From an optimization exercise on the open Yosys and OpenROAD flow, aimed at small area and a short achievable clock period; shortcuts taken in it are not production practice.
RTL that was checked went through simulation tests only; none was proved equivalent to the original.
Only the layout flow was run in runs 5 to 7; the RTL was not checked for function there.
Power and IR drop assume default switching activity.

==> flow/design.v <==
module cpu( clk, rst_n, hlt, pc, imem_data, dmem_addr, dmem_wdata, dmem_we, dmem_rdata);
    input clk, rst_n;
    output hlt;
    output [15:0] pc;
    input [15:0] imem_data;
    output [15:0] dmem_addr, dmem_wdata;
    output dmem_we;
    input [15:0] dmem_rdata;
    wire [15:0] inst = imem_data;
    wire [3:0] op = inst[15:12];
    wire rst = ~rst_n;
    wire op_add  = (op == 4'h0);
    wire op_sub  = (op == 4'h1);
    wire op_xor  = (op == 4'h2);
    wire op_red  = (op == 4'h3);
    wire op_sll  = (op == 4'h4);
    wire op_sra  = (op == 4'h5);
    wire op_ror  = (op == 4'h6);
    wire op_padd = (op == 4'h7);
    wire op_lw   = (op == 4'h8);
    wire op_sw   = (op == 4'h9);
    wire op_llb  = (op == 4'hA);
    wire op_lhb  = (op == 4'hB);
    wire op_b    = (op == 4'hC);
    wire op_br   = (op == 4'hD);
    wire op_pcs  = (op == 4'hE);
    wire op_hlt  = (op == 4'hF);
    wire op_mem  = op_lw | op_sw;
    wire op_sh   = op_sll | op_sra | op_ror;
    reg [15:0] pc_r;
    reg [2:0] flags_r;    
    reg [255:0] rf;
    wire [3:0] rr1 = (op_llb | op_lhb) ? inst[11:8] : inst[7:4];
    wire [3:0] rr2 = op_sw ? inst[11:8] : inst[3:0];
    wire [15:0] rs, rtr;
    wire [15:0] sel1, sel2;
    genvar d;
    generate for (d = 0; d < 16; d = d + 1) begin : dec
        assign sel1[d] = (rr1 == d);
        assign sel2[d] = (rr2 == d);
    end endgenerate
    rdport RP1 (.rf(rf), .sel(sel1), .q(rs));
    rdport RP2 (.rf(rf), .sel(sel2), .q(rtr));
    wire [15:0] rd;
    wire [2:0] flags;
    alu ALU0 (.inst(inst), .rs(rs), .rtr(rtr), .flags_r(flags_r), .rd(rd), .flags(flags));
    wire [15:0] ci, cb;
    wire [14:0] pn, pb;
    assign ci[0] = 1'b1;
    assign cb[0] = 1'b1;
    genvar g;
    generate for (g = 0; g < 15; g = g + 1) begin : pcadd
        wire bb = inst[g < 9 ? g : 8];
        assign pn[g] = pc_r[g+1] ^ ci[g];
        assign ci[g+1] = pc_r[g+1] & ci[g];
        assign pb[g] = pc_r[g+1] ^ bb ^ cb[g];
        assign cb[g+1] = (pc_r[g+1] & bb) | (pc_r[g+1] & cb[g]) | (bb & cb[g]);
    end endgenerate
    wire [15:0] pc_next = {pn, pc_r[0]};
    wire [15:0] pc_br = {pb, pc_r[0]};
    wire fN = flags_r[2], fV = flags_r[1], fZ = flags_r[0];
    reg cond;
    always @(*) begin
        case (inst[11:9])
            3'b000: cond = ~fZ;
            3'b001: cond = fZ;
            3'b010: cond = ~fZ & ~fN;
            3'b011: cond = fN;
            3'b100: cond = fZ | ~fN;
            3'b101: cond = fN | fZ;
            3'b110: cond = fV;
            default: cond = 1'b1;
        endcase
    end
    wire [15:0] pc_new = (op_b & cond) ? pc_br :
                         (op_br & cond) ? rs :
                         op_hlt ? pc_r : pc_next;
    wire rf_we = ~(op_sw | op_b | op_br | op_hlt);
    wire [15:0] wdata = op_lw ? dmem_rdata :
                        op_llb ? {rs[15:8], inst[7:0]} :
                        op_lhb ? {inst[7:0], rs[7:0]} :
                        op_pcs ? pc_next : rd;
    integer k;
    always @(posedge clk) begin
        pc_r <= rst ? 16'h0000 : pc_new;
        flags_r <= rst ? 3'b000 : flags;
        for (k = 0; k < 16; k = k + 1)
            if (rst | (rf_we && inst[11:8] == k))
                rf[16*k +: 16] <= wdata & {16{rst_n}};
    end
    assign pc = pc_r;
    assign hlt = op_hlt;
    assign dmem_addr = rd;
    assign dmem_wdata = rtr;
    assign dmem_we = op_sw & rst_n;
endmodule
module rdport(rf, sel, q);
    input [255:0] rf;
    input [15:0] sel;
    output reg [15:0] q;
    integer i;
    always @(*) begin
        q = 16'h0000;
        for (i = 0; i < 16; i = i + 1)
            q = q | (rf[16*i +: 16] & {16{sel[i]}});
    end
endmodule
module alu(inst, rs, rtr, flags_r, rd, flags);
    input [15:0] inst, rs, rtr;
    input [2:0] flags_r;
    output reg [15:0] rd;
    output reg [2:0] flags;
    wire [3:0] op = inst[15:12];
    wire op_add  = (op == 4'h0);
    wire op_sub  = (op == 4'h1);
    wire op_xor  = (op == 4'h2);
    wire op_red  = (op == 4'h3);
    wire op_sll  = (op == 4'h4);
    wire op_sra  = (op == 4'h5);
    wire op_ror  = (op == 4'h6);
    wire op_padd = (op == 4'h7);
    wire op_lw   = (op == 4'h8);
    wire op_sw   = (op == 4'h9);
    wire op_mem  = op_lw | op_sw;
    wire op_sh   = op_sll | op_sra | op_ror;
    wire sub = op_sub;
    wire [15:0] A = op_mem ? {rs[15:1], 1'b0} : rs;
    wire [15:0] Bsrc = op_mem ? {{11{inst[3]}}, inst[3:0], 1'b0} : rtr;
    wire [15:0] B = sub ? ~Bsrc : Bsrc;
    wire [15:0] S = A + B + {15'b0, sub};
    wire ovf = (A[15] == B[15]) & (S[15] != A[15]);
    wire [15:0] addsat = ovf ? (A[15] ? 16'h0100 : 16'h7FFF) : S;
    wire [3:0] n0 = rs[3:0] + rtr[3:0];
    wire [3:0] n1 = rs[7:4] + rtr[7:4];
    wire [3:0] n2 = rs[11:8] + rtr[11:8];
    wire [3:0] n3 = rs[15:12] + rtr[15:12];
    wire ov0 = (rs[3] == rtr[3]) & (n0[3] != rs[3]);
    wire ov1 = (rs[7] == rtr[7]) & (n1[3] != rs[7]);
    wire [15:0] padd;
    assign padd[3:0]   = ov0 ? (rs[3] ? 4'h1 : 4'h7) : n0;
    assign padd[7:4]   = ov1 ? (rs[7] ? 4'h1 : 4'h7) : n1;
    assign padd[11:8]  = (ov0 & ~(rs[11] ^ rtr[11])) ? (rs[11] ? 4'h1 : 4'h7) : n2;
    assign padd[15:12] = (ov0 & ~(rs[15] ^ rtr[15])) ? (rs[15] ? 4'h1 : 4'h7) : n3;
    wire [9:0] X = {2'b0, rs[7:0]} + {2'b0, rtr[7:0]} + {2'b0, rs[15:8]} + {2'b0, rtr[15:8]};
    wire [8:0] lo9 = {1'b0, rs[7:0]} + {1'b0, rtr[7:0]};
    wire [8:0] hi9 = {1'b0, rs[15:8]} + {1'b0, rtr[15:8]};
    wire c1 = lo9[8];
    wire c2 = hi9[8];
    wire kk = X[8] ^ c1 ^ c2;
    wire [4:0] T = {4'b0, kk} + (c1 ? 5'd15 : 5'd0) + (c2 ? 5'd15 : 5'd0);
    wire [15:0] red = {{4{T[4]}}, T[3:0], X[7:0]};
    wire [3:0] n = inst[3:0];
    wire [3:0] rot = op_sll ? (4'd0 - n) : n;
    wire [31:0] rr = {rs, rs} >> rot;
    reg [15:0] sh;
    integer j;
    always @(*) begin
        for (j = 0; j < 16; j = j + 1) begin
            if (op_sll && (j < n))
                sh[j] = 1'b0;
            else if (op_sra && (j > 15 - n))
                sh[j] = rs[15];
            else
                sh[j] = rr[j];
        end
    end
    always @(*) begin
        case (op)
            4'h0, 4'h1: rd = addsat;
            4'h2: rd = rs ^ rtr;
            4'h3: rd = red;
            4'h4, 4'h5, 4'h6: rd = sh;
            4'h7: rd = padd;
            4'h8, 4'h9: rd = S;
            default: rd = rs;
        endcase
    end
    always @(*) begin
        if (op_add | op_sub)
            flags = {~ovf & S[15], ovf, ~ovf & (S == 16'h0000)};
        else if (op_xor | op_sh)
            flags = {flags_r[2:1], flags_r[0] | (rd == 16'h0000)};
        else
            flags = flags_r;
    end
endmodule
==> flow/run.sh <==
#!/bin/bash
# synth_recipe.tcl (not shown) runs the flow's synth.tcl, then flattens the netlist and writes it again
# the make line also repeats each setting of config.mk as NAME=value (left out here)
make -C /OpenROAD-flow-scripts/flow DESIGN_CONFIG=/design/flow/config.mk WORK_HOME=/design/flow/orfs CLKGATE_MAP_FILE= SYNTH_SCRIPT=/design/flow/synth_recipe.tcl finish
==> flow/config.mk <==
export PLATFORM = sky130hd
export DESIGN_NAME = cpu
export DESIGN_NICKNAME = cpu
export VERILOG_FILES = /design/flow/design.v
export SDC_FILE = /design/flow/constraint.sdc
export NUM_CORES = 4
export LEC_CHECK = 0
export ABC_AREA = 1
export CAP_MARGIN = 20
export CORE_MARGIN = 2
export CORE_UTILIZATION = 40
export PLACE_DENSITY = 0.6
export SLEW_MARGIN = 20
export SYNTH_HIERARCHICAL = 1
==> flow/constraint.sdc <==
create_clock -name core_clock -period 22.0 [get_ports {clk}]
set_input_delay 4.4000 -clock core_clock [delete_from_list [all_inputs] [get_ports {clk}]]
set_output_delay 4.4000 -clock core_clock [all_outputs]
set_load 0.01 [all_outputs]
==> flow_metrics.env, run 1 <==
export IMPL_status="complete, no violations"
export IMPL_drive_gt1_share_pct=9.411
export IMPL_timing_hold_ws_ps=549.0
export IMPL_yosys_warnings=9
export IMPL_synth_seq_cells=275
export IMPL_worst_slew_pin_slew_ps=1118
export IMPL_root_buffer="clkbuf_16"
export IMPL_max_freq_mhz=61.27
export IMPL_pwr_share_seq_pct=34.3
export IMPL_overflow=0
export IMPL_viasPerCell=5.351
export IMPL_total_power_mw=2.066
export IMPL_critPathRequiredTime_ps=17600
export IMPL_clockBufferDepth=3
export IMPL_rsz0062_at_grt="no"
export IMPL_crit_path_start="imem_data[15]"
export IMPL_layout_cells_most_common_list="1134 x nand2_1, 411 x inv_1, 256 x edfxtp_1"
export IMPL_setup_viol=0
export IMPL_post_cts_hold_buffer_count=0
export IMPL_yosysTopAreaCell="edfxtp_1"
export IMPL_fp_dieH_um=231.9
export IMPL_final_nets=3058
export IMPL_cts_made_buffers=28
export IMPL_crit_fanout=22
export IMPL_drt_iter0_markers=1986
export IMPL_reg2reg_from="pc_r[1]"
export IMPL_slowest_stage="nor2_1"
export IMPL_ys_top_cells_by_area="edfxtp_1 37%, nand2_1 20%, inv_1 7.4%, nand3_1 4.1%, nand2_2 3.5%"
export IMPL_post_dp_hpwl_um=57270
export IMPL_p_int_mw=1.227
export IMPL_hold_depth=2
export IMPL_path_clk_slew_ps=70
export IMPL_power_density_nw_per_um2=89.63
export IMPL_drc=0
export IMPL_comb_power_share_pct=40.9
export IMPL_syn_avg_cell_area_um2=7.244
export IMPL_insertion_delay_ps=570
export IMPL_setup_tns_ps=0
export IMPL_max_stage_delay_ps=870
export IMPL_pwr_share_clk_pct=24.8
export IMPL_num_vias=19450
export IMPL_timing_slew_headroom_pct=25.20
export IMPL_min_delay_start="pc_r[0]"
export IMPL_end_kind="output pin"
export IMPL_die_w_um=231.9
export IMPL_final_common_cell="nand2_1"
export IMPL_first_pass_iters=5
export IMPL_antenna_found_initial=1
export IMPL_synth_cells=2867
export IMPL_syn_nets=2992
export IMPL_power_switching_mw=0.8396
export IMPL_leakage_nw=10.98
export IMPL_cts_tree="yes"
export IMPL_place_gp_congestion=1.006
export IMPL_fp_dieArea_um2=53760
export IMPL_period_minus_slack_ps=16320
export IMPL_hold_violations=0
export IMPL_routed_wirelength_um=76960
export IMPL_yosys_cell_types_count=56
export IMPL_core_um2=51300
export IMPL_grt_usage_pct=28.53
export IMPL_initial_core_util_pct=40.48
export IMPL_maxCapViolCount=0
export IMPL_postCtsSetupBuffers=0
export IMPL_grt_pass1_wl_um=113900
export IMPL_finalMaxSlewViolations=0
export IMPL_skew_ps=26.72
export IMPL_grt_max_degree=53
export IMPL_ant_nets=0
export IMPL_hold_path_class="flop to flop"
export IMPL_reg2reg_depth=22
export IMPL_ys_seq_area_share_pct=38.85
export IMPL_fin_crit_sh_pct=74.19
export IMPL_irDropWorstVdd_v=0.00006763
export IMPL_wire_per_inst_um=21.17
export IMPL_arrival_ps=11920
export IMPL_start_kind="input pin"
export IMPL_num_fill_cells=5121
export IMPL_numClockSinks=275
export IMPL_num_rows=83
export IMPL_cts_resized=0
export IMPL_htree_levels=1
export IMPL_path_common_cell="nand2_1"
export IMPL_synth_top_area_share_pct=37.01
export IMPL_power_share_switching_pct=40.63
export IMPL_top_level_ports=84
export IMPL_synth_area_um2=20770
export IMPL_area_growth_pct=11.00
export IMPL_path_class="input pin to output pin"
export IMPL_io_buffers=83
export IMPL_grt_pass1_vias=18650
cell families (layout without fill, tap and decap cells):
logic type / count (synthesis) / in the layout / share of synthesized area (%)
simple gates: 1680 / 1680 / 34.21
buf+inv: 537 / 624 / 12.24
flops: 275 / 275 / 38.85
compound gates: 256 / 256 / 6.814
fa+ha+maj: 91 / 91 / 6.711
xor+xnor: 28 / 28 / 1.181
other cells: 0 / 1 / 0
Yosys cell counts (all sizes together):
cell,number
a31o,1
a21oi,81
o21ai,129
nand3,176
nor3,11
edfxtp,256
nor2,181
o221ai,2
clkbuf,33
nand3b,6
nand2,1252
clkinv,3
o311ai,1
or2,4
xnor2,6
o211ai,19
a31oi,3
o31ai,1
ha,57
xor2,22
a22oi,1
o2111ai,1
nand4,48
o221a,1
o21a,3
buf,80
fa,34
nor4,1
a22o,1
dfxtp,19
a21o,3
a211oi,3
o22ai,2
o21bai,2
nor3b,1
inv,421
a221oi,2
final cells by class:
| type | instances | area (um2) | share of cell area [%] |
|---|---|---|---|
| multi-input combinational | 2055 | 10210 | 44.31 |
| sequential | 275 | 8068 | 35.00 |
| inverter | 424 | 1597 | 6.925 |
| timing repair buffer | 149 | 1334 | 5.786 |
| tap | 680 | 850.8 | 3.691 |
| clock buffer | 30 | 729.5 | 3.164 |
| clock inverter | 21 | 257.7 | 1.118 |
| antenna | 1 | 2.502 | 0.01085 |
power by group through the flow:
| stage | registers [mW] | clock network [mW] | logic, mW |
|---|---|---|---|
| global route | 0.716 | 0.542 | 0.923 |
| finish | 0.709 | 0.513 | 0.845 |
| detailed placement | 0.718 | 0 | 0.823 |
| floorplan | 0.709 | 0 | 0.515 |
| global placement | 0.715 | 0 | 0.818 |
| CTS | 0.708 | 0.522 | 0.827 |
registers in the layout, summed over array words and instances, names as in the netlist:
register and cells:
pc_r 16, rf 256, flags_r 3
path summary, 6_finish.rpt:
path / to / slack, ps
setup reg to reg: pc_r[15] / 15510
hold / removal: pc_r[0] / 550
setup / recovery: dmem_addr[3] / 5680
hold reg to reg: pc_r[0] / 550
modules after synthesis, one instance, submodules excluded:
module / cells / times used
alu: 925 / 1
cpu: 758 / 1
rdport: 592 / 2
per-layer routing:
layer  track usage, %  part of all wire, %  wire length [um]
met2            49.40                   48             37230
met4            16.29                  6.3              4877
met5                0                    0                 0
met1            34.03                   38             29160
met3            3.733                  7.4              5690
critical path: cells and delay by family:
kind / cells / cell delay (ps)
simple gates: 11 / 3100
buf+inv: 8 / 1560
fa+ha+maj: 4 / 1380
compound gates: 5 / 1200
xor+xnor: 1 / 260
per-stage QoR:
stage | utilization [%] | cells | instance area (um2) | setup WS, ps
3_5_place_dp | 42.96 | 3583 | 22040 | 5824
3_3_place_gp | 42.93 | 3582 | 22030 | 5999
2_1_floorplan | - | 2867 | 20770 | 8919
6_report | 44.94 | 3635 | 23050 | 5678
4_1_cts | 44.89 | 3634 | 23030 | 5820
5_1_grt | 44.94 | 3635 | 23050 | 5140
==> run 2: changes to the inputs <==
--- a/flow/config.mk
+++ b/flow/config.mk
@@ -10,5 +10,6 @@
 export CORE_MARGIN = 2
 export CORE_UTILIZATION = 40
 export PLACE_DENSITY = 0.6
+export SETUP_SLACK_MARGIN = 5
 export SLEW_MARGIN = 20
 export SYNTH_HIERARCHICAL = 1
==> run 2 against run 1 <==
Still clean on timing, DRC and antenna. Worst hold slack unchanged. Critical path type unchanged. Non-clock buffer count unchanged. Combinational power about the same. Critical endpoint unchanged. Core utilization unchanged.
==> flow_metrics.env, run 2 <==
export IMPL_final_common_cell="nand2_1"
export IMPL_postCtsSetupBuffers=0
export IMPL_yosysMostFrequentCell="nand2_1"
export IMPL_path_clk_slew_ps=70
export IMPL_regMostFlops="rf"
export IMPL_setup_viol=0
export IMPL_path_class="input pin to output pin"
export IMPL_numClockSinks=275
export IMPL_crit_fanout=22
export IMPL_wl_met2_um=37230
export IMPL_maxCapViolCount=0
export IMPL_period_minus_slack_ps=16320
export IMPL_fin_crit_sh_pct=74.19
export IMPL_antenna_found_initial=1
export IMPL_dp_slack_ps=5824
export IMPL_final_util_pct=44.94
export IMPL_max_stage_delay_ps=870
export IMPL_rsz0062_at_grt="no"
export IMPL_post_cts_hold_buffer_count=0
export IMPL_initial_core_util_pct=40.48
export IMPL_first_pass_iters=5
export IMPL_worst_slew_pin_slew_ps=1118
export IMPL_insertion_delay_ps=570
export IMPL_crit_path_start="imem_data[15]"
export IMPL_yosysTopAreaCell="edfxtp_1"
export IMPL_htree_levels=1
export IMPL_async_flop_share_pct=0
export IMPL_largest_reg_flops=256
export IMPL_multi_input_area_um2=10210
export IMPL_total_power_mw=2.066
export IMPL_overflow=0
export IMPL_path_common_cell="nand2_1"
export IMPL_grt_usage_pct=28.53
export IMPL_end_kind="output pin"
export IMPL_min_delay_start="pc_r[0]"
export IMPL_dr_max_layer_used="met4"
export IMPL_syn_avg_cell_area_um2=7.244
export IMPL_ys_top_cells_by_area="edfxtp_1 37%, nand2_1 20%, inv_1 7.4%, nand3_1 4.1%, nand2_2 3.5%"
export IMPL_final_nets=3058
export IMPL_skew_ps=26.72
export IMPL_arrival_ps=11920
export IMPL_wire_per_inst_um=21.17
export IMPL_drt_iter0_markers=1986
export IMPL_seqCellArea_um2=8068
export IMPL_status="complete, no violations"
export IMPL_root_buffer="clkbuf_16"
export IMPL_drive_gt1_share_pct=9.411
export IMPL_cts_resized=0
export IMPL_layout_cells_most_common_list="1134 x nand2_1, 411 x inv_1, 256 x edfxtp_1"
export IMPL_netlist_top_cells_count="1134 x nand2_1, 411 x inv_1, 256 x edfxtp_1"
export IMPL_num_fill_cells=5121
export IMPL_viasPerCell=5.351
export IMPL_slowest_stage="nor2_1"
export IMPL_reg2reg_from="pc_r[1]"
export IMPL_top_level_ports=84
export IMPL_syn_nets=2992
export IMPL_hold_violations=0
export IMPL_cts_tree="yes"
export IMPL_hold_path_class="flop to flop"
export IMPL_die_w_um=231.9
export IMPL_synth_cells=2867
export IMPL_ant_nets=0
export IMPL_setup_tns_ps=0
export IMPL_synth_area_um2=20770
export IMPL_synth_edff_count=256
export IMPL_start_kind="input pin"
export IMPL_critPathRequiredTime_ps=17600
export IMPL_timing_slew_headroom_pct=25.20
export IMPL_routed_wirelength_um=76960
export IMPL_grt_pass1_wl_um=113900
export IMPL_ys_seq_area_share_pct=38.85
export IMPL_synth_seq_cells=275
export IMPL_wirelength_met1_um=29160
export IMPL_yosys_cell_types_count=56
export IMPL_irDropWorstVdd_v=0.00006763
export IMPL_grt_max_degree=53
export IMPL_num_vias=19450
export IMPL_leakage_nw=10.98
export IMPL_grt_pass1_vias=18650
export IMPL_io_buffers=83
export IMPL_setup_ws_ps=5678
export IMPL_core_um2=51300
export IMPL_place_gp_congestion=1.006
export IMPL_area_growth_pct=11.00
export IMPL_cts_made_buffers=28
export IMPL_top_regs="rf: 256 flops, pc_r: 16 flops, flags_r: 3 flops"
export IMPL_max_freq_mhz=61.27
export IMPL_finalMaxSlewViolations=0
export IMPL_drc=0
export IMPL_power_density_nw_per_um2=89.63
export IMPL_ys_flop_type="edfxtp_1"
export IMPL_clockBufferDepth=3
export IMPL_synth_top_area_share_pct=37.01
export IMPL_wl_met3_um=5690
export IMPL_fp_dieArea_um2=53760
export IMPL_yosys_warnings=9
export IMPL_num_rows=83
export IMPL_post_dp_hpwl_um=57270
export IMPL_fp_dieH_um=231.9
-- run 2: cell counts in the layout (fill, tap and decap cells not counted) --
No cell type changed its count.
-- run 2: final cells by class --
class                           count  area share [%]
Antenna cell                        1         0.01085
Clock buffer                       30           3.164
Clock inverter                     21           1.118
Inverter                          424           6.925
Multi-Input combinational cell   2055           44.31
Sequential cell                   275           35.00
Tap cell                          680           3.691
Timing Repair Buffer              149           5.786
-- run 2: per-module statistics from Yosys, one instance, submodules excluded --
module / copies in the design / flip-flops and latches
rdport: 2 / 0
alu: 1 / 0
cpu: 1 / 275
-- run 2: worst max-delay path: cells and delay by family --
kind,cells,cell delay [ps]
AO/OA/AOI/OAI,5,1200
XOR/XNOR,1,260
AND/OR/NAND/NOR,11,3100
buffers and inverters,8,1560
adder cells (fa/ha/maj),4,1380
-- run 2: per-layer routing --
metal	vias to the layer above	GRT usage, %
met1	9248	34.03
met5	-	0
li1	9156	-
met2	837	49.40
met3	209	3.733
met4	0	16.29
-- run 2: kinds of logic after synthesis --
kind of cell | Yosys count | share of synthesized area [%]
adder cells (fa/ha/maj) | 91 | 6.711
flip-flops | 275 | 38.85
AND/OR/NAND/NOR | 1680 | 34.21
buffers and inverters | 537 | 12.24
AO/OA/AOI/OAI | 256 | 6.814
XOR/XNOR | 28 | 1.181
-- run 2: path summary, 6_finish.rpt --
check | endpoint | slack (ps) | cells after the start
max | dmem_addr[3] | 5680 | 29
min | pc_r[0] | 550 | 2
max reg2reg | pc_r[15] | 15510 | 22
min reg2reg | pc_r[0] | 550 | 2
-- run 2: power by group --
part           internal, mW  switching [mW]
combinational         0.259           0.586
sequential            0.667          0.0419
clock                 0.301           0.212
total                  1.23           0.840
-- run 2: through the flow --
step / hold slack, ps / std cells / cell area [um2]
floorplan: 487.8 / 2867 / 20770
global placement: 532.6 / 3582 / 22030
detailed placement: 535.0 / 3583 / 22040
CTS: 545.1 / 3634 / 23030
global route: 560.7 / 3635 / 23050
finish: 549.0 / 3635 / 23050
==> run 3: changes to the inputs <==
--- a/flow/config.mk
+++ b/flow/config.mk
@@ -5,7 +5,6 @@
 export SDC_FILE = /design/flow/constraint.sdc
 export NUM_CORES = 4
 export LEC_CHECK = 0
-export ABC_AREA = 1
 export CAP_MARGIN = 20
 export CORE_MARGIN = 2
 export CORE_UTILIZATION = 40
==> run 3 against run 2 <==
Sequential share of layout area is 2.6 points higher. Sequential power is essentially flat. Flip-flop and latch count stayed put. Critical endpoint is now dmem_addr[9]. Critical path depth decreased by 4. First-iteration DRC count increased by 22%. Worst setup slack got worse by 280 ps. Via count fell by 12%. Worst hold slack improved by 19 ps.
==> flow_metrics.env, run 3 <==
export IMPL_netlist_top_cells_count="256 x edfxtp_1, 145 x a22o_1, 137 x nor2_1"
export IMPL_root_buffer="clkbuf_16"
export IMPL_setup_viol=0
export IMPL_post_dp_hpwl_um=56120
export IMPL_period_minus_slack_ps=16610
export IMPL_critPathRequiredTime_ps=17600
export IMPL_grt_max_degree=52
export IMPL_hold_path_class="flop to flop"
export IMPL_ys_top_cells_by_area="edfxtp_1 41%, a22o_1 6.7%, a221oi_1 6.2%, ha_1 3.8%, fa_1 3.6%"
export IMPL_timing_hold_ws_ps=568.3
export IMPL_grt_pass1_wl_um=112900
export IMPL_numClockSinks=275
export IMPL_num_vias=17100
export IMPL_routed_wirelength_um=78420
export IMPL_cts_tree="yes"
export IMPL_cts_made_buffers=27
export IMPL_layout_cells_most_common_list="256 x edfxtp_1, 145 x a22o_1, 137 x nor2_1"
export IMPL_crit_fanout=31
export IMPL_viasPerCell=6.890
export IMPL_io_buffers=83
export IMPL_end_kind="output pin"
export IMPL_ys_seq_area_share_pct=42.55
export IMPL_cp_top_family="buffers and inverters"
export IMPL_slowest_stage="clkdlybuf4s50_1"
export IMPL_fp_dieH_um=221.7
export IMPL_grt_usage_pct=31.01
export IMPL_final_common_cell="edfxtp_1"
export IMPL_setup_ws_ps=5394
export IMPL_grt_pass1_vias=16410
export IMPL_path_class="input pin to output pin"
export IMPL_num_rows=79
export IMPL_fp_dieArea_um2=49160
export IMPL_hold_violations=0
export IMPL_post_cts_hold_buffer_count=0
export IMPL_irDropWorstVdd_v=0.00008619
export IMPL_diodes=0
export IMPL_top_level_ports=84
export IMPL_dp_slack_ps=4823
export IMPL_final_cell_area_um2=21460
export IMPL_largest_reg_flops=256
export IMPL_htree_levels=1
export IMPL_die_w_um=221.7
export IMPL_top_regs="rf: 256 flops, pc_r: 16 flops, flags_r: 3 flops"
export IMPL_maxCapViolCount=0
export IMPL_status="complete, no violations"
export IMPL_synth_area_um2=18960
export IMPL_drt_iter0_markers=2420
export IMPL_async_flop_share_pct=0
export IMPL_leakage_nw=7.811
export IMPL_path_common_cell="buf_4"
export IMPL_synth_cells=1801
export IMPL_synth_edff_count=256
export IMPL_yosys_warnings=9
export IMPL_timing_slew_headroom_pct=24.71
export IMPL_ys_flop_type="edfxtp_1"
export IMPL_critPathBufInv=7
export IMPL_yosysTopAreaCell="edfxtp_1"
export IMPL_start_kind="input pin"
export IMPL_place_gp_congestion=1.036
export IMPL_wire_per_inst_um=31.59
export IMPL_setup_tns_ps=0
export IMPL_max_freq_mhz=60.22
export IMPL_worst_slew_pin_slew_ps=1125
export IMPL_initial_core_util_pct=40.64
export IMPL_fin_crit_sh_pct=75.48
export IMPL_syn_nets=1926
export IMPL_core_um2=46650
export IMPL_ant_nets=0
export IMPL_final_nets=1979
export IMPL_power_density_nw_per_um2=97.84
export IMPL_synth_top_area_share_pct=40.55
export IMPL_drive_gt1_share_pct=11.79
export IMPL_syn_avg_cell_area_um2=10.53
export IMPL_clockBufferDepth=3
export IMPL_rsz0062_at_grt="no"
export IMPL_dpl_cell_area_um2=20430
export IMPL_regMostFlops="rf"
export IMPL_first_pass_iters=17
export IMPL_overflow=0
export IMPL_skew_ps=28.56
export IMPL_max_stage_delay_ps=590
export IMPL_num_fill_cells=4360
export IMPL_yosysMostFrequentCell="edfxtp_1"
export IMPL_insertion_delay_ps=590
export IMPL_synth_seq_cells=275
export IMPL_yosys_cell_types_count=91
export IMPL_drc=0
export IMPL_antenna_found_initial=0
export IMPL_finalMaxSlewViolations=0
export IMPL_path_clk_slew_ps=70
export IMPL_arrival_ps=12210
export IMPL_area_growth_pct=13.17
## run 3: cell types whose count changed after synthesis, sizes merged, moves of 135 or more
cell	previous run	this run
nand2	1252	110
inv	421	60
nand3	176	22
a22o	1	145
a221oi	2	137
## run 3: cells by family after synthesis
| logic type | share of synthesized area (%) |
|---|---|
| multiplexers | 3.682 |
| AO/OA/AOI/OAI | 26.71 |
| flip-flops | 42.55 |
| buffers and inverters | 5.860 |
| XOR/XNOR | 1.848 |
| adder cells (fa/ha/maj) | 7.352 |
| AND/OR/NAND/NOR | 12.00 |
## run 3: timing repair
item | 4_1_cts | 5_1_grt
endpoints found under the setup margin | 1 | 2
pin swaps | 1 | 1
gates resized for setup | 0 | 12
buffers inserted | 1 | 2
## run 3: metal layers
layer / vias up / part of all wire [%] / global-route usage [%]
met4: 0 / 4.9 / 14.52
met1: 8456 / 39 / 40.23
li1: 7334 / - / -
met2: 1101 / 47 / 50.84
met3: 209 / 9.9 / 4.983
met5: - / 0 / 0
## run 3: path summary, 6_finish.rpt
path,cells past startpoint,slack [ps],end,startpoint
setup / recovery,25,5390,dmem_addr[9],imem_data[13]
hold / removal,2,570,pc_r[0],pc_r[0]
setup reg to reg,20,15230,rf[63],rf[93]
hold reg to reg,2,570,pc_r[0],pc_r[0]
## run 3: cell type report
type                    instances  area (um2)  area share [%]
clock inverters                23       234.0           1.091
multi-input cells            1313        9963           46.44
flip-flops and latches        275        8068           37.60
inverters                      62       236.5           1.102
well taps                     607       759.5           3.540
clock buffers                  27       675.6           3.149
repair buffers                175        1519           7.080
## run 3: worst min-delay path, stage by stage, from the launching register on
cell and delay [ps]:
dfxtp_1 350, mux2i_1 130, nor2_1 50
## run 3: stage by stage
stage / utilization, % / cells / power (mW)
after floorplan: - / 1801 / 1.238
after global placement: 43.72 / 2426 / 1.600
after detailed placement: 43.80 / 2428 / 1.608
after CTS: 45.76 / 2479 / 2.082
after global routing: 45.99 / 2482 / 2.191
final: 45.99 / 2482 / 2.099
## run 3: power breakdown
group	switching (mW)	internal, mW
Clock	0.219	0.255
Combinational	0.597	0.319
Sequential	0.0409	0.668
Total	0.857	1.24
## run 3: Yosys stat by module (local to each module, per instance)
module	copies in the design	flops+latches
cpu	1	275
alu	1	0
rdport	2	0
==> run 4: changes to the inputs <==
==> flow/flow/run.sh (new file) <==
#!/bin/bash
# Standard layout; the port buffers are buf_4 cells.
set -euo pipefail
export BUFFER_PORTS_ARGS="-buffer_cell sky130_fd_sc_hd__buf_4"
bash standard.sh > standard.log 2>&1
==> flow/standard.sh (new file) <==
#!/bin/bash
# synth_recipe.tcl (not shown) runs the flow's synth.tcl, then flattens the netlist and writes it again
# the make line also repeats each setting of config.mk as NAME=value (left out here)
make -C /OpenROAD-flow-scripts/flow DESIGN_CONFIG=/design/flow/config.mk WORK_HOME=/design/flow/orfs CLKGATE_MAP_FILE= SYNTH_SCRIPT=/design/flow/synth_recipe.tcl "${@:-finish}"
removed: flow/run.sh
==> run 4 against run 3 <==
Still clean. Combinational power shrank 0.4%. Count of clock-buffer cells in the layout grew 4. Sequential power is essentially flat. Register-to-register slack lost 530 ps. Global-route usage shrank 0.091 points. First-iteration DRC count shrank 9.8%. Cell area shrank 1.8%. Critical path depth shrank 2. Largest cell class unchanged. Largest power group unchanged.
==> flow_metrics.env, run 4 <==
export IMPL_hold_depth=2
export IMPL_clockBufferDepth=3
export IMPL_post_dp_hpwl_um=56610
export IMPL_yosys_cell_types_count=91
export IMPL_numClockSinks=275
export IMPL_cts_made_buffers=27
export IMPL_drive_gt1_share_pct=14.73
export IMPL_fin_crit_sh_pct=74.85
export IMPL_ys_seq_area_share_pct=42.55
export IMPL_async_flop_share_pct=0
export IMPL_setup_tns_ps=0
export IMPL_synth_area_um2=18960
export IMPL_synth_edff_count=256
export IMPL_power_density_nw_per_um2=99.19
export IMPL_first_pass_iters=19
export IMPL_max_freq_mhz=60.73
export IMPL_syn_avg_cell_area_um2=10.53
export IMPL_rsz0062_at_grt="no"
export IMPL_reg2reg_from="rf[87]"
export IMPL_ys_flop_type="edfxtp_1"
export IMPL_fp_dieH_um=221.7
export IMPL_final_nets=1966
export IMPL_synth_seq_cells=275
export IMPL_grt_usage_pct=30.92
export IMPL_netlist_top_cells_count="256 x edfxtp_1, 145 x a22o_1, 137 x nor2_1"
export IMPL_pwr_share_seq_pct=34.0
export IMPL_worst_slew_pin_slew_ps=1152
export IMPL_pwr_share_clk_pct=22.3
export IMPL_maxCapViolCount=0
export IMPL_insertion_delay_ps=570
export IMPL_initial_core_util_pct=40.64
export IMPL_end_kind="output pin"
export IMPL_io_buffers=83
export IMPL_largest_reg_flops=256
export IMPL_arrival_ps=12070
export IMPL_ys_top_cells_by_area="edfxtp_1 41%, a22o_1 6.7%, a221oi_1 6.2%, ha_1 3.8%, fa_1 3.6%"
export IMPL_num_fill_cells=4453
export IMPL_yosys_warnings=9
export IMPL_skew_ps=16.91
export IMPL_period_minus_slack_ps=16470
export IMPL_routed_wirelength_um=78390
export IMPL_path_class="input pin to output pin"
export IMPL_num_rows=79
export IMPL_top_level_ports=84
export IMPL_area_growth_pct=11.11
export IMPL_synth_cells=1801
export IMPL_grt_max_degree=48
export IMPL_root_buffer="clkbuf_16"
export IMPL_synth_top_area_share_pct=40.55
export IMPL_regMostFlops="rf"
export IMPL_post_cts_hold_buffer_count=0
export IMPL_irDropWorstVdd_v=0.00006809
export IMPL_crit_fanout=38
export IMPL_timing_slew_headroom_pct=23.22
export IMPL_finalMaxSlewViolations=0
export IMPL_postCtsSetupBuffers=0
export IMPL_reg2reg_depth=19
export IMPL_antenna_found_initial=2
export IMPL_grt_pass1_vias=16130
export IMPL_num_vias=17040
export IMPL_drt_iter0_markers=2182
export IMPL_fp_dieArea_um2=49160
export IMPL_power_share_switching_pct=40.77
export IMPL_setup_viol=0
export IMPL_yosysMostFrequentCell="edfxtp_1"
export IMPL_core_um2=46650
export IMPL_htree_levels=1
export IMPL_place_gp_congestion=1.019
export IMPL_hold_path_endpoint="pc_r[0]"
export IMPL_hold_path_class="flop to flop"
export IMPL_ant_nets=0
export IMPL_layout_cells_most_common_list="256 x edfxtp_1, 161 x buf_4, 145 x a22o_1"
export IMPL_yosysTopAreaCell="edfxtp_1"
export IMPL_die_w_um=221.7
export IMPL_top_regs="rf: 256 flops, pc_r: 16 flops, flags_r: 3 flops"
export IMPL_min_delay_start="pc_r[0]"
export IMPL_cts_tree="yes"
export IMPL_final_common_cell="edfxtp_1"
export IMPL_comb_power_share_pct=43.6
export IMPL_wire_per_inst_um=31.76
export IMPL_grt_pass1_wl_um=112500
export IMPL_critPathRequiredTime_ps=17600
export IMPL_p_int_mw=1.238
export IMPL_leakage_nw=7.830
export IMPL_drc=0
export IMPL_r2r_end="rf[31]"
export IMPL_power_switching_mw=0.8519
export IMPL_reg2reg_slack_ps=14700
export IMPL_start_kind="input pin"
export IMPL_overflow=0
export IMPL_status="complete, no violations"
export IMPL_hold_violations=0
export IMPL_total_power_mw=2.090
export IMPL_viasPerCell=6.902
export IMPL_syn_nets=1926
export IMPL_path_clk_slew_ps=70
==> run 4: cell counts after synthesis <==
Identical to the previous run, type by type.
==> run 4: per-module statistics from Yosys (local to each module, per instance) <==
module  flip-flops and latches  cells  times used
alu                          0    790           1
cpu                        275    659           1
rdport                       0    176           2
==> run 4: kinds of logic (layout without fill, tap and decap cells) <==
family | count (synthesis) | in the layout | share of synthesized area [%]
multiplexers | 57 | 57 | 3.682
other | 0 | 1 | 0
AND/OR/NAND/NOR | 458 | 458 | 12.00
adder cells (fa/ha/maj) | 91 | 91 | 7.352
buffers and inverters | 213 | 272 | 5.860
XOR/XNOR | 40 | 40 | 1.848
AO/OA/AOI/OAI | 667 | 667 | 26.71
flip-flops | 275 | 275 | 42.55
==> run 4: layer usage <==
| metal | up-vias | track usage, % | wire [um] |
|---|---|---|---|
| met5 | - | 0 | 13 |
| met4 | 2 | 13.78 | 3744 |
| met3 | 217 | 4.651 | 7819 |
| met2 | 1083 | 50.78 | 36530 |
| met1 | 8430 | 40.51 | 30290 |
| li1 | 7303 | - | - |
==> run 4: layout make-up <==
cell class,count,area [um2],share of cell area [%]
multi-input cells,1313,9918,47.08
inverters,62,232.7,1.105
diodes,1,2.502,0.01188
clock inverters,17,181.4,0.8612
well taps,607,759.5,3.605
repair buffers,162,1214,5.761
clock buffers,31,690.7,3.278
flip-flops and latches,275,8068,38.30
==> run 4: timing repair <==
item | in CTS | in global routing
hold endpoints to repair | 0 | 0
resized for setup | 0 | 1
setup endpoints to repair | 0 | 1
==> run 4: power groups by stage <==
stage	combinational [mW]	clock [mW]	sequential (mW)
global route	0.962	0.490	0.717
global placement	0.879	0	0.718
floorplan	0.532	0	0.706
CTS	0.890	0.473	0.709
detailed placement	0.886	0	0.720
finish	0.912	0.467	0.711
==> run 4: worst max path at each step <==
stage                    end  cells past startpoint  slack, ps     startpoint
2_1_floorplan   dmem_addr[9]                     25       7490  imem_data[13]
3_3_place_gp   dmem_addr[15]                     23       5550  imem_data[15]
3_5_place_dp   dmem_addr[15]                     23       5470  imem_data[15]
4_1_cts        dmem_addr[15]                     23       5450  imem_data[15]
5_1_grt         dmem_addr[9]                     23       5180  imem_data[15]
6_report        dmem_addr[9]                     23       5530  imem_data[15]
==> run 4: metrics by stage <==
stage          hold slack (ps)  setup slack [ps]  utilization, %  instances  area (um2)
2_1_floorplan            519.5              7494               -       1801       18960
3_3_place_gp             571.9              5550           43.18       2418       20150
3_5_place_dp             573.4              5466           43.23       2419       20170
4_1_cts                  578.8              5450           45.10       2467       21040
5_1_grt                  583.5              5180           45.15       2467       21060
6_report                 585.0              5533           45.15       2468       21070
==> run 4: worst max-delay path, cell delays in order <==
cell and delay (ps):
buf_4 420, nand2_1 130, or2_2 500, a31oi_1 460
nor2_1 110, buf_4 230, a22o_1 220, a221oi_1 270
nand4_1 780, inv_1 660, fa_1 510, fa_1 510
inv_1 40, ha_1 310, o21a_1 110, nor2_1 140
mux2_2 380, o311ai_0 350, o2111ai_1 230, nand2b_1 230
a2111oi_0 340, a32oi_1 380, buf_4 290
==> run 5: changes to the inputs <==
--- a/flow/design.v
+++ b/flow/design.v
@@ -127,43 +127,39 @@
     wire [15:0] A = op_mem ? {rs[15:1], 1'b0} : rs;
     wire [15:0] Bsrc = op_mem ? {{11{inst[3]}}, inst[3:0], 1'b0} : rtr;
     wire [15:0] B = sub ? ~Bsrc : Bsrc;
-    wire [15:0] S = A + B + {15'b0, sub};
+    wire k4  = ~op_padd;
+    wire k8  = ~(op_padd | op_red);
+    wire k12 = ~op_padd;
+    wire [18:0] xa = {A[15:12], k12, A[11:8], k8, A[7:4], k4, A[3:0]};
+    wire [18:0] xb = {B[15:12], 1'b0, B[11:8], 1'b0, B[7:4], 1'b0, B[3:0]};
+    wire [19:0] xs = xa + xb + {18'b0, sub};
+    wire [15:0] S = {xs[18:15], xs[13:10], xs[8:5], xs[3:0]};
     wire ovf = (A[15] == B[15]) & (S[15] != A[15]);
     wire [15:0] addsat = ovf ? (A[15] ? 16'h0100 : 16'h7FFF) : S;
-    wire [3:0] n0 = rs[3:0] + rtr[3:0];
-    wire [3:0] n1 = rs[7:4] + rtr[7:4];
-    wire [3:0] n2 = rs[11:8] + rtr[11:8];
-    wire [3:0] n3 = rs[15:12] + rtr[15:12];
-    wire ov0 = (rs[3] == rtr[3]) & (n0[3] != rs[3]);
-    wire ov1 = (rs[7] == rtr[7]) & (n1[3] != rs[7]);
+    wire ov0 = (A[3] == B[3]) & (S[3] != A[3]);
+    wire ov1 = (A[7] == B[7]) & (S[7] != A[7]);
     wire [15:0] padd;
-    assign padd[3:0]   = ov0 ? (rs[3] ? 4'h1 : 4'h7) : n0;
-    assign padd[7:4]   = ov1 ? (rs[7] ? 4'h1 : 4'h7) : n1;
-    assign padd[11:8]  = (ov0 & ~(rs[11] ^ rtr[11])) ? (rs[11] ? 4'h1 : 4'h7) : n2;
-    assign padd[15:12] = (ov0 & ~(rs[15] ^ rtr[15])) ? (rs[15] ? 4'h1 : 4'h7) : n3;
-    wire [9:0] X = {2'b0, rs[7:0]} + {2'b0, rtr[7:0]} + {2'b0, rs[15:8]} + {2'b0, rtr[15:8]};
-    wire [8:0] lo9 = {1'b0, rs[7:0]} + {1'b0, rtr[7:0]};
-    wire [8:0] hi9 = {1'b0, rs[15:8]} + {1'b0, rtr[15:8]};
-    wire c1 = lo9[8];
-    wire c2 = hi9[8];
-    wire kk = X[8] ^ c1 ^ c2;
+    assign padd[3:0]   = ov0 ? (A[3] ? 4'h1 : 4'h7) : S[3:0];
+    assign padd[7:4]   = ov1 ? (A[7] ? 4'h1 : 4'h7) : S[7:4];
+    assign padd[11:8]  = (ov0 & ~(A[11] ^ B[11])) ? (A[11] ? 4'h1 : 4'h7) : S[11:8];
+    assign padd[15:12] = (ov0 & ~(A[15] ^ B[15])) ? (A[15] ? 4'h1 : 4'h7) : S[15:12];
+    wire c1 = xs[9];
+    wire c2 = xs[19];
+    wire [8:0] ab = {1'b0, S[7:0]} + {1'b0, S[15:8]};
+    wire kk = ab[8];
     wire [4:0] T = {4'b0, kk} + (c1 ? 5'd15 : 5'd0) + (c2 ? 5'd15 : 5'd0);
-    wire [15:0] red = {{4{T[4]}}, T[3:0], X[7:0]};
+    wire [15:0] red = {{4{T[4]}}, T[3:0], ab[7:0]};
     wire [3:0] n = inst[3:0];
-    wire [3:0] rot = op_sll ? (4'd0 - n) : n;
-    wire [31:0] rr = {rs, rs} >> rot;
-    reg [15:0] sh;
-    integer j;
-    always @(*) begin
-        for (j = 0; j < 16; j = j + 1) begin
-            if (op_sll && (j < n))
-                sh[j] = 1'b0;
-            else if (op_sra && (j > 15 - n))
-                sh[j] = rs[15];
-            else
-                sh[j] = rr[j];
-        end
-    end
+    wire [3:0] r = op_sll ? (4'd0 - n) : n;
+    wire [15:0] s1 = r[0] ? {rs[0],   rs[15:1]} : rs;
+    wire [15:0] s2 = r[1] ? {s1[1:0], s1[15:2]} : s1;
+    wire [15:0] s3 = r[2] ? {s2[3:0], s2[15:4]} : s2;
+    wire [15:0] s4 = r[3] ? {s3[7:0], s3[15:8]} : s3;
+    wire [15:0] lowm = ~(16'hFFFF << n);
+    wire [15:0] him  = ~(16'hFFFF >> n);
+    wire [15:0] kill = ({16{op_sll}} & lowm) | ({16{op_sra}} & him);
+    wire [15:0] fill = {16{op_sra & rs[15]}} & him;
+    wire [15:0] sh = (s4 & ~kill) | fill;
     always @(*) begin
         case (op)
             4'h0, 4'h1: rd = addsat;
==> flow/run.sh (new file) <==
#!/bin/bash
# synth_recipe.tcl (not shown) runs the flow's synth.tcl, then flattens the netlist and writes it again
# the make line also repeats each setting of config.mk as NAME=value (left out here)
make -C /OpenROAD-flow-scripts/flow DESIGN_CONFIG=/design/flow/config.mk WORK_HOME=/design/flow/orfs CLKGATE_MAP_FILE= SYNTH_SCRIPT=/design/flow/synth_recipe.tcl finish
removed: flow/flow/run.sh
removed: flow/standard.sh
==> run 5 against run 4 <==
Still clean on timing, DRC and antenna. Count of clock-buffer cells in the layout down 3. Register-to-register slack worse by 1200 ps. Cell area up 3.8%. Flip-flop and latch count unchanged. Synthesized cell count down 3.8%. Non-clock buffer count up 51. Critical path depth up 10. Critical path type unchanged. Highest routed layer is now met4.
==> flow_metrics.env, run 5 <==
export IMPL_synth_cells=1733
export IMPL_yosys_cell_types_count=84
export IMPL_overflow=0
export IMPL_power_switching_mw=0.8506
export IMPL_power_density_nw_per_um2=98.92
export IMPL_grt_pass1_vias=15840
export IMPL_reg2reg_slack_ps=13530
export IMPL_root_buffer="clkbuf_16"
export IMPL_timing_hold_ws_ps=632.2
export IMPL_layout_cells_most_common_list="256 x edfxtp_1, 143 x a22o_1, 134 x nor2_1"
export IMPL_critPathBufInv=8
export IMPL_regMostFlops="rf"
export IMPL_fp_dieH_um=218.5
export IMPL_core_um2=45380
export IMPL_synth_area_um2=18410
export IMPL_wire_per_inst_um=32.33
export IMPL_drive_gt1_share_pct=18.82
export IMPL_syn_nets=1828
export IMPL_final_common_cell="edfxtp_1"
export IMPL_yosys_warnings=9
export IMPL_ys_top_cells_by_area="edfxtp_1 42%, a22o_1 6.8%, a221oi_1 6.3%, ha_1 2.8%, nor2_1 2.8%"
export IMPL_num_vias=17200
export IMPL_insertion_delay_ps=560
export IMPL_p_int_mw=1.313
export IMPL_fin_crit_sh_pct=76.27
export IMPL_reg2reg_depth=32
export IMPL_num_rows=78
export IMPL_first_pass_iters=6
export IMPL_arrival_ps=12380
export IMPL_ys_flop_type="edfxtp_1"
export IMPL_power_share_switching_pct=39.31
export IMPL_worst_slew_pin_slew_ps=1146
export IMPL_hold_depth=2
export IMPL_top_regs="rf: 256 flops, pc_r: 16 flops, flags_r: 3 flops"
export IMPL_setup_ws_ps=5221
export IMPL_comb_power_share_pct=44.8
export IMPL_max_freq_mhz=59.60
export IMPL_leakage_nw=7.919
export IMPL_hold_path_class="flop to flop"
export IMPL_cts_made_buffers=26
export IMPL_path_common_cell="buf_4"
export IMPL_cp_top_family="compound AO/OA/AOI/OAI gates"
export IMPL_area_growth_pct=18.83
export IMPL_drt_iter0_markers=2382
export IMPL_start_kind="input pin"
export IMPL_maxCapViolCount=0
export IMPL_status="complete, no violations"
export IMPL_path_class="input pin to output pin"
export IMPL_cts_tree="yes"
export IMPL_end_kind="output pin"
export IMPL_async_flop_share_pct=0
export IMPL_grt_usage_pct=31.99
export IMPL_synth_edff_count=256
export IMPL_hold_violations=0
export IMPL_rsz0062_at_grt="yes"
export IMPL_total_power_mw=2.164
export IMPL_skew_ps=12.25
export IMPL_io_buffers=83
export IMPL_numClockSinks=275
export IMPL_die_w_um=218.5
export IMPL_drc=0
export IMPL_routed_wirelength_um=78700
export IMPL_yosysMostFrequentCell="edfxtp_1"
export IMPL_place_gp_congestion=1.013
export IMPL_setup_viol=0
export IMPL_grt_pass1_wl_um=111600
export IMPL_pwr_share_seq_pct=33.3
export IMPL_hold_path_endpoint="pc_r[0]"
export IMPL_irDropWorstVdd_v=0.00008415
export IMPL_reg2reg_from="rf[82]"
export IMPL_critPathRequiredTime_ps=17600
export IMPL_dp_slack_ps=2858
export IMPL_clockBufferDepth=3
export IMPL_initial_core_util_pct=40.57
export IMPL_syn_avg_cell_area_um2=10.62
export IMPL_viasPerCell=7.065
export IMPL_top_level_ports=84
export IMPL_antenna_found_initial=1
export IMPL_timing_slew_headroom_pct=23.58
export IMPL_yosysTopAreaCell="edfxtp_1"
export IMPL_largest_reg_flops=256
export IMPL_fp_dieArea_um2=47760
export IMPL_max_stage_delay_ps=510
export IMPL_ant_nets=0
export IMPL_synth_top_area_share_pct=41.76
export IMPL_grt_max_degree=50
export IMPL_finalMaxSlewViolations=0
export IMPL_ys_seq_area_share_pct=43.82
export IMPL_netlist_top_cells_count="256 x edfxtp_1, 143 x a22o_1, 136 x nor2_1"
export IMPL_r2r_end="rf[140]"
export IMPL_period_minus_slack_ps=16780
export IMPL_crit_fanout=16
export IMPL_slowest_stage="o41ai_1"
export IMPL_post_cts_hold_buffer_count=0
export IMPL_pwr_share_clk_pct=21.9
export IMPL_path_clk_slew_ps=70
export IMPL_post_dp_hpwl_um=53350
export IMPL_synth_seq_cells=275
export IMPL_htree_levels=1
export IMPL_min_delay_start="pc_r[0]"
export IMPL_setup_tns_ps=0
export IMPL_final_nets=1909
==> run 5: changes by cell type in the layout (fill, tap and decap cells not counted), moves of 9 or more <==
| cell | delta |
|---|---|
| xnor2_1 | +10 |
| a31oi_1 | -10 |
| clkdlybuf4s50_1 | +66 |
| nor3_1 | -13 |
| a221oi_2 | +36 |
| a221oi_1 | -40 |
| inv_1 | -29 |
| ha_1 | -20 |
| o21ai_0 | -18 |
| buf_4 | -43 |
| a21oi_2 | +9 |
| fa_1 | -17 |
| a21oi_1 | -14 |
==> run 5: final cells by class <==
| class | instances | area (um2) |
|---|---|---|
| fillers | 4181 | 23510 |
| multi-input cells | 1263 | 10090 |
| flip-flops and latches | 275 | 8068 |
| repair buffers | 213 | 1944 |
| well taps | 600 | 750.7 |
| clock buffers | 28 | 658.1 |
| clock inverters | 19 | 230.2 |
| inverters | 35 | 131.4 |
| diodes | 1 | 2.502 |
==> run 5: modules after synthesis (local to each module, per instance) <==
module,cell area (um2),copies in the design,cells inside
alu,4891,1,720
cpu,10570,1,661
rdport,1475,2,176
==> run 5: cell families after synthesis <==
family	Yosys count	synth area share (%)
and+or+nand+nor	433	11.45
AOI/OAI and AO/OA	637	26.36
DFF	275	43.82
adders and majority gates	61	4.961
buffers and inverters	197	5.586
muxes	75	5.199
xor gates and xnor gates	55	2.617
==> run 5: worst max-delay path by stage <==
stage | slack, ps | to | depth (start not counted) | from
finish | 5220 | dmem_addr[10] | 33 | imem_data[15]
global route | 4970 | dmem_addr[10] | 40 | imem_data[15]
CTS | 5000 | dmem_addr[10] | 40 | imem_data[15]
detailed placement | 2860 | dmem_addr[12] | 39 | imem_data[15]
global placement | 3050 | dmem_addr[12] | 39 | imem_data[15]
floorplan | 5710 | dmem_addr[12] | 40 | imem_data[15]
==> run 5: layer usage <==
layer	global-route usage, %	part of all wire [%]	routed length (um)	up-vias
li1	-	-	-	7134
met1	43.12	39	30890	8652
met2	50.14	45	35030	1184
met3	5.971	11	8480	225
met4	14.06	5.5	4300	0
met5	0	0	0	-
==> run 5: per-stage QoR <==
| stage | instances | area (um2) | util [%] |
|---|---|---|---|
| finish | 2434 | 21880 | 48.21 |
| global route | 2433 | 21870 | 48.20 |
| detailed placement | 2330 | 19750 | 43.52 |
| floorplan | 1733 | 18410 | - |
| global placement | 2330 | 19720 | 43.46 |
| CTS | 2415 | 21480 | 47.33 |
==> run 5: power by group through the flow <==
stage	clock (mW)	sequential (mW)	combinational, mW
after floorplan	0	0.712	0.521
after global placement	0	0.722	0.840
after detailed placement	0	0.726	0.842
after CTS	0.477	0.718	0.898
after global routing	0.498	0.727	1.02
final	0.473	0.722	0.969
==> run 5: repair_timing <==
item                       in CTS  in global routing
setup endpoints to repair      14                  8
setup buffers                  34                 14
gates cloned                    4                  2
gates resized for setup       110                 55
pin swaps                      26                 20
==> run 5: worst reg2reg max path: cells and delay by family, from the launching register on <==
family	cells	cell delay, ps
buf+inv	5	640
fa+ha+maj	5	1920
compound gates	14	3910
simple gates	6	860
flops	1	400
xor+xnor	2	410
==> run 6: changes to the inputs <==
--- a/flow/config.mk
+++ b/flow/config.mk
@@ -8,6 +8,7 @@
 export CAP_MARGIN = 20
 export CORE_MARGIN = 2
 export CORE_UTILIZATION = 40
+export CTS_BUF_LIST = sky130_fd_sc_hd__clkbuf_4 sky130_fd_sc_hd__clkbuf_8
 export PLACE_DENSITY = 0.6
 export SETUP_SLACK_MARGIN = 5
 export SLEW_MARGIN = 20
==> run 6 against run 5 <==
Via count decreased by 0.92%. Worst hold slack got worse by 1.2 ps. Routed wire length decreased by 0.32%. Synthesized cell count unchanged. Worst setup slack got worse by 120 ps. Core utilization decreased by 0.21 points. Clock power decreased by 9.7%. Critical path depth decreased by 2. Largest cell class unchanged.
==> flow_metrics.env, run 6 <==
export IMPL_io_buffers=83
export IMPL_comb_power_share_pct=45.6
export IMPL_yosys_warnings=9
export IMPL_insertion_delay_ps=590
export IMPL_synth_xor_area_share_pct=2.617
export IMPL_power_share_switching_pct=40.35
export IMPL_p_int_mw=1.259
export IMPL_yosys_cell_types_count=84
export IMPL_critPathBufInv=5
export IMPL_irDropWorstVdd_v=0.00008395
export IMPL_async_flop_share_pct=0
export IMPL_slowest_stage="a221oi_1"
export IMPL_routed_wirelength_um=78450
export IMPL_ant_nets=0
export IMPL_cp_top_family="compound AO/OA/AOI/OAI gates"
export IMPL_numClockSinks=275
export IMPL_critPathRequiredTime_ps=17600
export IMPL_max_stage_delay_ps=750
export IMPL_cts_made_buffers=42
export IMPL_drive_gt1_share_pct=19.80
export IMPL_pwr_share_clk_pct=20.2
export IMPL_crit_fanout=16
export IMPL_ys_seq_area_share_pct=43.82
export IMPL_fp_dieArea_um2=47760
export IMPL_largest_reg_flops=256
export IMPL_synth_edff_count=256
export IMPL_wl_met2_um=35710
export IMPL_total_power_mw=2.111
export IMPL_fin_crit_sh_pct=76.82
export IMPL_timing_slew_headroom_pct=24.18
export IMPL_synth_compound_area_share_pct=26.36
export IMPL_grt_usage_pct=32.14
export IMPL_final_common_cell="edfxtp_1"
export IMPL_power_switching_mw=0.8518
export IMPL_grt_max_degree=50
export IMPL_skew_ps=33.08
export IMPL_num_fill_cells=4238
export IMPL_hold_violations=0
export IMPL_drt_iter0_markers=2559
export IMPL_syn_nets=1828
export IMPL_maxCapViolCount=0
export IMPL_layout_cells_most_common_list="256 x edfxtp_1, 143 x a22o_1, 135 x nor2_1"
export IMPL_setup_tns_ps=0
export IMPL_end_kind="output pin"
export IMPL_num_vias=17040
export IMPL_status="complete, no violations"
export IMPL_overflow=0
export IMPL_pwr_share_seq_pct=34.2
export IMPL_die_w_um=218.5
export IMPL_htree_levels=2
export IMPL_synth_cells=1733
export IMPL_initial_core_util_pct=40.57
export IMPL_first_pass_iters=6
export IMPL_yosysTopAreaCell="edfxtp_1"
export IMPL_post_dp_hpwl_um=53350
export IMPL_seqCellArea_um2=8068
export IMPL_period_minus_slack_ps=16900
export IMPL_grt_pass1_vias=15990
export IMPL_worst_slew_pin_slew_ps=1137
export IMPL_num_rows=78
export IMPL_final_nets=1926
export IMPL_synth_top_family_by_area="compound AO/OA/AOI/OAI gates"
export IMPL_top_level_ports=84
export IMPL_antenna_found_initial=1
export IMPL_hold_path_class="flop to flop"
export IMPL_leakage_nw=7.933
export IMPL_synth_adder_area_share_pct=4.961
export IMPL_clockBufferDepth=3
export IMPL_regMostFlops="rf"
export IMPL_rsz0062_at_grt="yes"
export IMPL_power_density_nw_per_um2=96.92
export IMPL_multi_input_area_um2=10070
export IMPL_viasPerCell=6.908
export IMPL_yosysMostFrequentCell="edfxtp_1"
export IMPL_post_cts_hold_buffer_count=0
export IMPL_finalMaxSlewViolations=0
export IMPL_synth_top_area_share_pct=41.76
export IMPL_place_gp_congestion=1.013
export IMPL_top_regs="rf: 256 flops, pc_r: 16 flops, flags_r: 3 flops"
export IMPL_setup_viol=0
export IMPL_core_um2=45380
export IMPL_arrival_ps=12500
export IMPL_root_buffer="clkbuf_8"
export IMPL_dr_max_layer_used="met4"
export IMPL_fp_dieH_um=218.5
export IMPL_wl_met3_um=8329
export IMPL_wire_per_inst_um=31.81
export IMPL_path_clk_slew_ps=60
export IMPL_area_growth_pct=18.30
export IMPL_drc=0
export IMPL_syn_avg_cell_area_um2=10.62
export IMPL_cts_tree="yes"
export IMPL_path_class="input pin to output pin"
export IMPL_wirelength_met1_um=30520
export IMPL_synth_area_um2=18410
export IMPL_grt_pass1_wl_um=112000
export IMPL_max_freq_mhz=59.17
export IMPL_start_kind="input pin"
export IMPL_synthMuxAreaShare_pct=5.199
export IMPL_synthSimpleGateAreaFrac_pct=11.45
export IMPL_netlist_top_cells_count="256 x edfxtp_1, 143 x a22o_1, 136 x nor2_1"
export IMPL_ys_flop_type="edfxtp_1"
export IMPL_ys_top_cells_by_area="edfxtp_1 42%, a22o_1 6.8%, a221oi_1 6.3%, ha_1 2.8%, nor2_1 2.8%"
export IMPL_synth_seq_cells=275
## run 6: cell counts after synthesis
No cell type changed its count.
## run 6: final timing paths
check,depth (start not counted),slack (ps),startpoint,to
setup / recovery,31,5100,imem_data[15],dmem_addr[10]
hold / removal,2,630,pc_r[0],pc_r[0]
setup reg to reg,28,13410,rf[76],rf[108]
hold reg to reg,2,630,pc_r[0],pc_r[0]
## run 6: layout make-up
cell class	instances	area share (%)
Antenna cell	2	0.02298
Timing Repair Buffer	214	8.853
Clock buffer	59	3.269
Multi-Input combinational cell	1263	46.22
Tap cell	600	3.447
Inverter	35	0.6032
Clock inverter	18	0.5400
Sequential cell	275	37.04
## run 6: power groups by stage
stage	clock network [mW]	registers [mW]	logic (mW)
3_5_place_dp	0	0.726	0.842
4_1_cts	0.430	0.718	0.902
6_report	0.427	0.722	0.962
3_3_place_gp	0	0.722	0.840
5_1_grt	0.453	0.727	1.01
2_1_floorplan	0	0.712	0.521
## run 6: metrics by stage
step                hold slack, ps  util, %  cell area [um2]  std cells  setup slack, ps
finish                       631.0    47.99            21780       2466             5099
floorplan                    519.4        -            18410       1733             5712
CTS                          613.6    47.19            21410       2447             5004
detailed placement           624.5    43.52            19750       2330             2858
global placement             588.4    43.46            19720       2330             3046
global route                 624.3    47.98            21770       2464             4807
## run 6: routing by layer
layer  vias to the layer above  track usage [%]
li1                       7170                -
met1                      8505            42.87
met2                      1137            50.42
met3                       224            7.056
met4                         0            13.45
met5                         -                0
## run 6: per-module statistics from Yosys, one instance, submodules excluded
module	times used	cells inside	flops+latches	area, um2
alu	1	720	0	4891
cpu	1	661	275	10570
rdport	2	176	0	1475
## run 6: repair_timing
item | 4_1_cts | 5_1_grt
setup buffers | 36 | 14
endpoints found under the setup margin | 14 | 8
pin swaps | 30 | 16
resized for setup | 110 | 49
cloned | 4 | 1
## run 6: cells by family after synthesis
group	Yosys count
DFF	275
xor gates and xnor gates	55
adders and majority gates	61
AOI/OAI and AO/OA	637
muxes	75
and+or+nand+nor	433
buffers and inverters	197
## run 6: tightest hold or removal path: cells and delay by family (launching register included)
kind | cells | cell delay [ps]
flops | 1 | 390
mux | 1 | 150
simple gates | 1 | 50
==> run 7: changes to the inputs <==
==> flow/flow/run.sh (new file) <==
#!/bin/bash
# Standard layout, with repair_timing aiming for extra setup slack.
set -euo pipefail
export SETUP_SLACK_MARGIN=9
bash standard.sh > standard.log 2>&1
==> flow/standard.sh (new file) <==
#!/bin/bash
# synth_recipe.tcl (not shown) runs the flow's synth.tcl, then flattens the netlist and writes it again
# the make line also repeats each setting of config.mk as NAME=value (left out here)
make -C /OpenROAD-flow-scripts/flow DESIGN_CONFIG=/design/flow/config.mk WORK_HOME=/design/flow/orfs CLKGATE_MAP_FILE= SYNTH_SCRIPT=/design/flow/synth_recipe.tcl "${@:-finish}"
--- a/flow/config.mk
+++ b/flow/config.mk
@@ -8,8 +8,6 @@
 export CAP_MARGIN = 20
 export CORE_MARGIN = 2
 export CORE_UTILIZATION = 40
-export CTS_BUF_LIST = sky130_fd_sc_hd__clkbuf_4 sky130_fd_sc_hd__clkbuf_8
 export PLACE_DENSITY = 0.6
-export SETUP_SLACK_MARGIN = 5
 export SLEW_MARGIN = 20
 export SYNTH_HIERARCHICAL = 1
removed: flow/run.sh
==> run 7 against run 6 <==
Synthesized cell count is the same. Core utilization grew 3.0 points. Worst hold slack lost 45 ps. Synthesized area did not move. Die area is the same. Combinational power increased by 26%. First-iteration DRC count shrank 7.6%. Final cell count increased by 2.1%. Sequential power barely moved.
==> flow_metrics.env, run 7 <==
export IMPL_power_density_nw_per_um2=103.4
export IMPL_slowest_stage="fa_2"
export IMPL_num_rows=78
export IMPL_place_gp_congestion=1.037
export IMPL_timing_slew_headroom_pct=21.40
export IMPL_top_level_ports=84
export IMPL_synth_edff_count=256
export IMPL_yosysMostFrequentCell="edfxtp_1"
export IMPL_synth_cells=1733
export IMPL_insertion_delay_ps=580
export IMPL_regMostFlops="rf"
export IMPL_max_freq_mhz=61.04
export IMPL_finalMaxSlewViolations=0
export IMPL_status="complete, no violations"
export IMPL_post_dp_hpwl_um=54210
export IMPL_gr_usage_met2_pct=52.67
export IMPL_synth_area_um2=18410
export IMPL_hold_path_class="flop to flop"
export IMPL_comb_power_share_pct=50.5
export IMPL_power_share_switching_pct=40.35
export IMPL_ant_nets=0
export IMPL_fp_dieH_um=218.5
export IMPL_fin_crit_sh_pct=74.47
export IMPL_drc=0
export IMPL_synth_seq_cells=275
export IMPL_wire_per_inst_um=32.02
export IMPL_yosys_warnings=9
export IMPL_io_buffers=83
export IMPL_ys_seq_area_share_pct=43.82
export IMPL_viasPerCell=6.913
export IMPL_pwr_share_clk_pct=19.2
export IMPL_syn_avg_cell_area_um2=10.62
export IMPL_synth_top_area_share_pct=41.76
export IMPL_async_flop_share_pct=0
export IMPL_cts_made_buffers=28
export IMPL_yosys_cell_types_count=84
export IMPL_core_um2=45380
export IMPL_pwr_share_seq_pct=30.3
export IMPL_busiest_layer="met2"
export IMPL_drt_iter0_markers=2364
export IMPL_diodes=0
export IMPL_setup_viol=0
export IMPL_top_regs="rf: 256 flops, pc_r: 16 flops, flags_r: 3 flops"
export IMPL_irDropWorstVdd_v=0.00008908
export IMPL_num_vias=17420
export IMPL_grt_pass1_wl_um=113800
export IMPL_end_kind="output pin"
export IMPL_final_nets=1992
export IMPL_drive_gt1_share_pct=26.32
export IMPL_ys_flop_type="edfxtp_1"
export IMPL_maxCapViolCount=0
export IMPL_leakage_nw=8.440
export IMPL_syn_nets=1828
export IMPL_path_common_cell="fa_2"
export IMPL_start_kind="input pin"
export IMPL_grt_pass1_vias=16520
export IMPL_antenna_found_initial=0
export IMPL_p_int_mw=1.426
export IMPL_max_stage_delay_ps=550
export IMPL_root_buffer="clkbuf_16"
export IMPL_num_fill_cells=4097
export IMPL_final_cell_area_um2=23120
export IMPL_dp_cells=2341
export IMPL_post_cts_hold_buffer_count=0
export IMPL_path_class="input pin to output pin"
export IMPL_initial_core_util_pct=40.57
export IMPL_yosysTopAreaCell="edfxtp_1"
export IMPL_arrival_ps=11980
export IMPL_clockBufferDepth=3
export IMPL_die_w_um=218.5
export IMPL_setup_tns_ps=0
export IMPL_path_clk_slew_ps=70
export IMPL_worst_slew_pin_slew_ps=1179
export IMPL_rsz0062_at_grt="yes"
export IMPL_fp_dieArea_um2=47760
export IMPL_grt_usage_pct=32.81
export IMPL_ys_top_cells_by_area="edfxtp_1 42%, a22o_1 6.8%, a221oi_1 6.3%, ha_1 2.8%, nor2_1 2.8%"
export IMPL_period_minus_slack_ps=16380
export IMPL_overflow=0
export IMPL_power_switching_mw=0.9644
export IMPL_critPathRequiredTime_ps=17600
export IMPL_netlist_top_cells_count="256 x edfxtp_1, 143 x a22o_1, 136 x nor2_1"
export IMPL_numClockSinks=275
export IMPL_hold_violations=0
export IMPL_area_growth_pct=25.59
export IMPL_htree_levels=1
export IMPL_largest_reg_flops=256
export IMPL_grt_met3_usage_pct=5.859
export IMPL_cts_tree="yes"
export IMPL_fin_cells=2519
export IMPL_layout_cells_most_common_list="256 x edfxtp_1, 185 x buf_4, 143 x a22o_1"
export IMPL_timing_hold_ws_ps=585.5
export IMPL_skew_ps=12.73
export IMPL_final_common_cell="edfxtp_1"
export IMPL_crit_fanout=16
export IMPL_grt_max_degree=43
export IMPL_use_met1_pct=42.16
export IMPL_routed_wirelength_um=80670
export IMPL_dpl_cell_area_um2=20100
export IMPL_first_pass_iters=6
run 7: cell types whose count changed in the layout (fill, tap and decap cells not counted), moves of 13 or more:
cell       delta
buf_2        +13
clkbuf_16    +28
clkbuf_4     -16
buf_6        +16
buf_4        +64
clkbuf_8     -43
run 7: metal layers:
layer	up-vias	part of all wire (%)
met3	274	9.9
met1	8663	38
met5	-	0.095
met4	2	6.6
li1	7297	-
met2	1179	46
run 7: cell families after synthesis:
group	count (synthesis)	synth area share (%)
AOI/OAI and AO/OA	637	26.36
buffers and inverters	197	5.586
and+or+nand+nor	433	11.45
xor gates and xnor gates	55	2.617
adders and majority gates	61	4.961
muxes	75	5.199
DFF	275	43.82
run 7: power by group through the flow:
stage                     Clock (mW)  Combinational, mW  Sequential (mW)
after CTS                      0.462               1.05            0.721
after global placement             0              0.887            0.722
after global routing           0.484               1.26            0.731
after floorplan                    0              0.548            0.713
after detailed placement           0              0.882            0.726
final                          0.459               1.21            0.725
run 7: cell type report:
class / count / area, um2 / share of cell area (%)
Clock buffer: 35 / 726.9 / 3.144
Clock inverter: 17 / 143.9 / 0.6223
Inverter: 35 / 131.4 / 0.5682
Multi-Input combinational cell: 1264 / 10780 / 46.64
Sequential cell: 275 / 8068 / 34.89
Tap cell: 600 / 750.7 / 3.247
Timing Repair Buffer: 293 / 2517 / 10.89
run 7: per-module statistics from Yosys, one instance, submodules excluded:
module | cells | times used | area [um2] | flops+latches
rdport | 176 | 2 | 1475 | 0
alu | 720 | 1 | 4891 | 0
cpu | 661 | 1 | 10570 | 275
run 7: repair_timing:
action | CTS | global route
resized for setup | 218 | 71
buffers inserted | 93 | 25
gates cloned | 8 | 0
pin swaps | 82 | 58
endpoints found under the setup margin | 145 | 44
run 7: worst max-delay path, delay by kind of cell:
kind	cells	cell delay, ps
muxes	1	310
adders and majority gates	6	2120
and+or+nand+nor	10	1520
buffers and inverters	6	1020
xor gates and xnor gates	1	140
AOI/OAI and AO/OA	14	2460
run 7: through the flow:
step / worst slack [ps] / total power [mW] / util, %
floorplan: 6647 / 1.261 / -
global placement: 3043 / 1.609 / 44.28
detailed placement: 2912 / 1.608 / 44.29
CTS: 5719 / 2.229 / 49.80
global route: 5388 / 2.474 / 50.95
finish: 5616 / 2.390 / 50.95
run 7: worst paths after layout:
kind	startpoint	end	slack (ps)	cells after the start
worst max-delay path	imem_data[10]	dmem_addr[10]	5620	38
worst min-delay path	pc_r[0]	pc_r[0]	590	2
worst max register to register	rf[86]	rf[252]	14010	37
worst min register to register	pc_r[0]	pc_r[0]	590	2

Re-timed with assumed drivers on the ports (clkbuf_16 on the clock, buf_2 on other inputs), run 7 has 5.560 ns of setup slack against 5.616 ns with ideal ports, and 5.560 ns once port delays also move by the mid clock arrival of 0.625 ns.
